From an optimization exercise on the open Yosys and OpenROAD flow, aimed at small area; shortcuts taken in it are not production practice. In this exercise RTL edits were held to simulation tests only and were not proved equivalent to the original. No activity file was given, so power comes from the tool's default toggle rates.

== build 10 ==
// crtc
module crtc(
    input clk,
    input reset,
    output ce_pixel,
    input [1:0] wr,
    input [4:0] address,
    input [15:0] din,
    output [15:0] dout,
    output hsync,
    output hblank,
    output [11:0] hcnt,
    output vsync,
    output vblank,
    output [11:0] vcnt,
    output [11:0] arx,
    output [11:0] ary,
	output [5:0] pll_addr,
	output [31:0] pll_value,
	output reg pll_write,
	input      pll_busy
);
==> flow/config.mk <==
export PLATFORM = sky130hd
export DESIGN_NAME = crtc
export DESIGN_NICKNAME = crtc
export VERILOG_FILES = /design/flow/design.v
export SDC_FILE = /design/flow/constraint.sdc
export NUM_CORES = 4
export LEC_CHECK = 0
export CAP_MARGIN = 10
export CORE_MARGIN = 2
export CORE_UTILIZATION = 55
export CTS_CLUSTER_DIAMETER = 150
export CTS_CLUSTER_SIZE = 25
export GPL_TIMING_DRIVEN = 0
export SETUP_SLACK_MARGIN = 0.2
export SLEW_MARGIN = 10
export SYNTH_HIERARCHICAL = 1
export SYNTH_MINIMUM_KEEP_SIZE = 0
==> flow/constraint.sdc <==
create_clock -name core_clock -period 5.0 [get_ports {clk}]
set_input_delay 1.0000 -clock core_clock [delete_from_list [all_inputs] [get_ports {clk}]]
set_output_delay 1.0000 -clock core_clock [all_outputs]
set_load 0.01 [all_outputs]
standard.sh (not shown) runs the stock make flow with config.mk's settings and CLKGATE_MAP_FILE= SYNTH_SCRIPT=/design/flow/synth_recipe.tcl, a recipe that flattens the netlist after the stock synthesis.
==> flow/flow/run.sh <==
#!/bin/bash
set -o pipefail
export BUFFER_PORTS_ARGS="-buffer_cell sky130_fd_sc_hd__buf_1"
export REMOVE_ABC_BUFFERS=1
export CTS_ARGS="-sink_clustering_enable -repair_clock_nets -sink_clustering_size 25 -sink_clustering_max_diameter 150 -dont_use_dummy_load"
bash standard.sh > standard.log 2>&1
[inputs] build 86 vs build 10
# build 10
export LEC_CHECK = 0
export CAP_MARGIN = 10
export CORE_MARGIN = 2
export CORE_UTILIZATION = 55
export CTS_CLUSTER_DIAMETER = 150
export CTS_CLUSTER_SIZE = 25
export GPL_TIMING_DRIVEN = 0
export SETUP_SLACK_MARGIN = 0.2
export SLEW_MARGIN = 10
export SYNTH_HIERARCHICAL = 1
export SYNTH_MINIMUM_KEEP_SIZE = 0
create_clock -name core_clock -period 5.0 [get_ports {clk}]
# build 86
export LEC_CHECK = 0
export CAP_MARGIN = 10
export CORE_MARGIN = 2
export CORE_UTILIZATION = 55
export CTS_BUF_LIST = sky130_fd_sc_hd__clkbuf_8
export CTS_CLUSTER_DIAMETER = 100
export CTS_CLUSTER_SIZE = 16
export GPL_TIMING_DRIVEN = 0
export SETUP_SLACK_MARGIN = 0.1
export SLEW_MARGIN = 10
export SYNTH_HIERARCHICAL = 1
export SYNTH_MINIMUM_KEEP_SIZE = 0
create_clock -name core_clock -period 5.0 [get_ports {clk}]
==> flow/flow/run.sh <==
#!/bin/bash
set -o pipefail
export BUFFER_PORTS_ARGS="-buffer_cell sky130_fd_sc_hd__buf_1"
export REMOVE_ABC_BUFFERS=1
export CTS_ARGS="-sink_clustering_enable -repair_clock_nets -sink_clustering_size 16 -sink_clustering_max_diameter 100 -buf_list sky130_fd_sc_hd__clkbuf_8 -dont_use_dummy_load"
bash standard.sh > standard.log 2>&1
==> run notes <==
Total area of multi-input combinational cells ends up lower on build 86. Relative to build 10, the count of clock buffers in the final design measured on build 86 has increased by more than half. Number of global-route vias before repair: build 86 > build 10. Going from build 10 to build 86, cell area lost 0.55%; maximum number of pins on one net before global-route repair flat.

Starting RTL as in the previous note.
export LEC_CHECK = 0
export CAP_MARGIN = 10
export CORE_MARGIN = 2
export CORE_UTILIZATION = 70
export CTS_CLUSTER_DIAMETER = 150
export CTS_CLUSTER_SIZE = 25
export GPL_TIMING_DRIVEN = 0
export PLACE_DENSITY = 0.78
export SETUP_SLACK_MARGIN = 0.2
export SLEW_MARGIN = 10
export SYNTH_HIERARCHICAL = 1
export SYNTH_MINIMUM_KEEP_SIZE = 0
create_clock -name core_clock -period 5.0 [get_ports {clk}]
==> flow/flow/run.sh <==
#!/bin/bash
set -o pipefail
export BUFFER_PORTS_ARGS="-buffer_cell sky130_fd_sc_hd__buf_1"
export CTS_ARGS="-sink_clustering_enable -repair_clock_nets -sink_clustering_size 25 -sink_clustering_max_diameter 150 -dont_use_dummy_load"
bash standard.sh > standard.log 2>&1
The first run finished with timing, DRC and antenna clean.
==> next run, changes <==
- CORE_UTILIZATION: 70 -> 55
- PLACE_DENSITY: 0.78 -> unset
What happened: Via count came out lower by a few percent. Die area rose by a quarter to a third. Global-route usage went down by 7.0 points. Cell count goes up by a few percent. Routed wire length increases slightly. Total power barely changes. Cell area is higher slightly. Register-to-register slack loses 80 ps.
==> next run, changes <==
==> flow/flow/run.sh (replaced) <==
#!/bin/bash
set -o pipefail
export BUFFER_PORTS_ARGS="-buffer_cell sky130_fd_sc_hd__buf_1"
export REMOVE_ABC_BUFFERS=1
export CTS_ARGS="-sink_clustering_enable -repair_clock_nets -sink_clustering_size 16 -sink_clustering_max_diameter 100 -buf_list sky130_fd_sc_hd__clkbuf_8 -dont_use_dummy_load"
export PRE_FLOORPLAN_TCL="$PWD/flow/downsize.tcl"
bash standard.sh > standard.log 2>&1
==> flow/flow/downsize.tcl (new file) <==
# Pre-floorplan hook: set every logic cell that synthesis mapped to a larger
# drive strength to the smallest drive of the same function (same pins).
# Flip-flops, buffers and tie cells are left alone; repair_design and
# repair_timing later upsize whatever the layout needs.
set db [ord::get_db]
set block [ord::get_db_block]
set masters {}
foreach lib [$db getLibs] {
  foreach m [$lib getMasters] { dict set masters [$m getName] $m }
}
set dont_use {}
if { [info exists ::env(DONT_USE_CELLS)] } { set dont_use $::env(DONT_USE_CELLS) }
set n 0
set saved 0.0
foreach inst [$block getInsts] {
  set m [$inst getMaster]
  set name [$m getName]
  if { ![regexp {^(sky130_fd_sc_hd__([a-z0-9]+))_([0-9]+)$} $name -> base fn drive] } { continue }
  if { [regexp {^(df|edf|sdf|dl|sdl|buf|clk|conb|tap|fill|decap|diode|probe|lpflow|bufinv|einv|ebuf)} $fn] } { continue }
  set best $m
  set bestarea [expr {[$m getWidth] * [$m getHeight]}]
  foreach d {0 1 2} {
    set cand "${base}_$d"
    if { $cand eq $name || ![dict exists $masters $cand] || [lsearch -exact $dont_use $cand] >= 0 } { continue }
    set cm [dict get $masters $cand]
    set a [expr {[$cm getWidth] * [$cm getHeight]}]
    if { $a < $bestarea } { set best $cm; set bestarea $a }
  }
  if { $best ne $m } {
    set saved [expr {$saved + ([$m getWidth] * [$m getHeight] - $bestarea) / 1e6}]
    $inst swapMaster $best
    incr n
  }
}
puts "downsize: swapped $n instances, [format %.1f $saved] um2"
- CTS_BUF_LIST: unset -> sky130_fd_sc_hd__clkbuf_8
- CTS_CLUSTER_DIAMETER: 150 -> 100
- CTS_CLUSTER_SIZE: 25 -> 16
- SETUP_SLACK_MARGIN: 0.2 -> 0.1
=> Via count decreases by 1.9%; routed wire length came out lower by 3.0%; flip-flop and latch count is unchanged; critical path depth fell by 6; sequential power is about the same; setup slack got worse by 68 ps; count of clock-buffer cells in the layout rose by 15; clock power is lower by 8.4%.

[re-timing with driven ports]
Ports are ideal in the flow. The routed layouts listed here were re-timed in OpenROAD. Step 1 (the two cells are an assumption about what drives the block):
set clk [get_ports {clk}]
set_driving_cell -lib_cell sky130_fd_sc_hd__clkbuf_16 $clk
set_driving_cell -lib_cell sky130_fd_sc_hd__buf_2 [delete_from_list [all_inputs] $clk]
Step 2 also shifts input and output timing later by t, the mid clock arrival at the registers, as if the neighbouring blocks saw the same clock. Three values: ideal ports, drivers, drivers and shift; two values: the first two.
run	shift t [ns]	setup slack, ns	clock arrival spread, ns	worst data-port slew with drivers (ns)	cell pins on the clock port's net
build 10	0.648	0.285 / 0.218 / 0.218	0.047 / 0.048	0.07	1
build 86	0.685	0.179 / 0.111 / 0.111	0.058 / 0.058	0.07	1
the first run of note 2	0.625	0.207 / 0.134 / 0.134	0.075 / 0.075	0.09	1
the second run of note 2	0.647	0.224 / 0.184 / 0.184	0.057 / 0.057	0.08	1
the third run of note 2	0.676	0.156 / 0.134 / 0.134	0.069 / 0.069	0.08	1
After both steps every run listed still meets setup and hold. The setup slack of the first run of note 2, which loses most, moves by -0.073 ns with the drivers and by -0.073 ns with both steps.
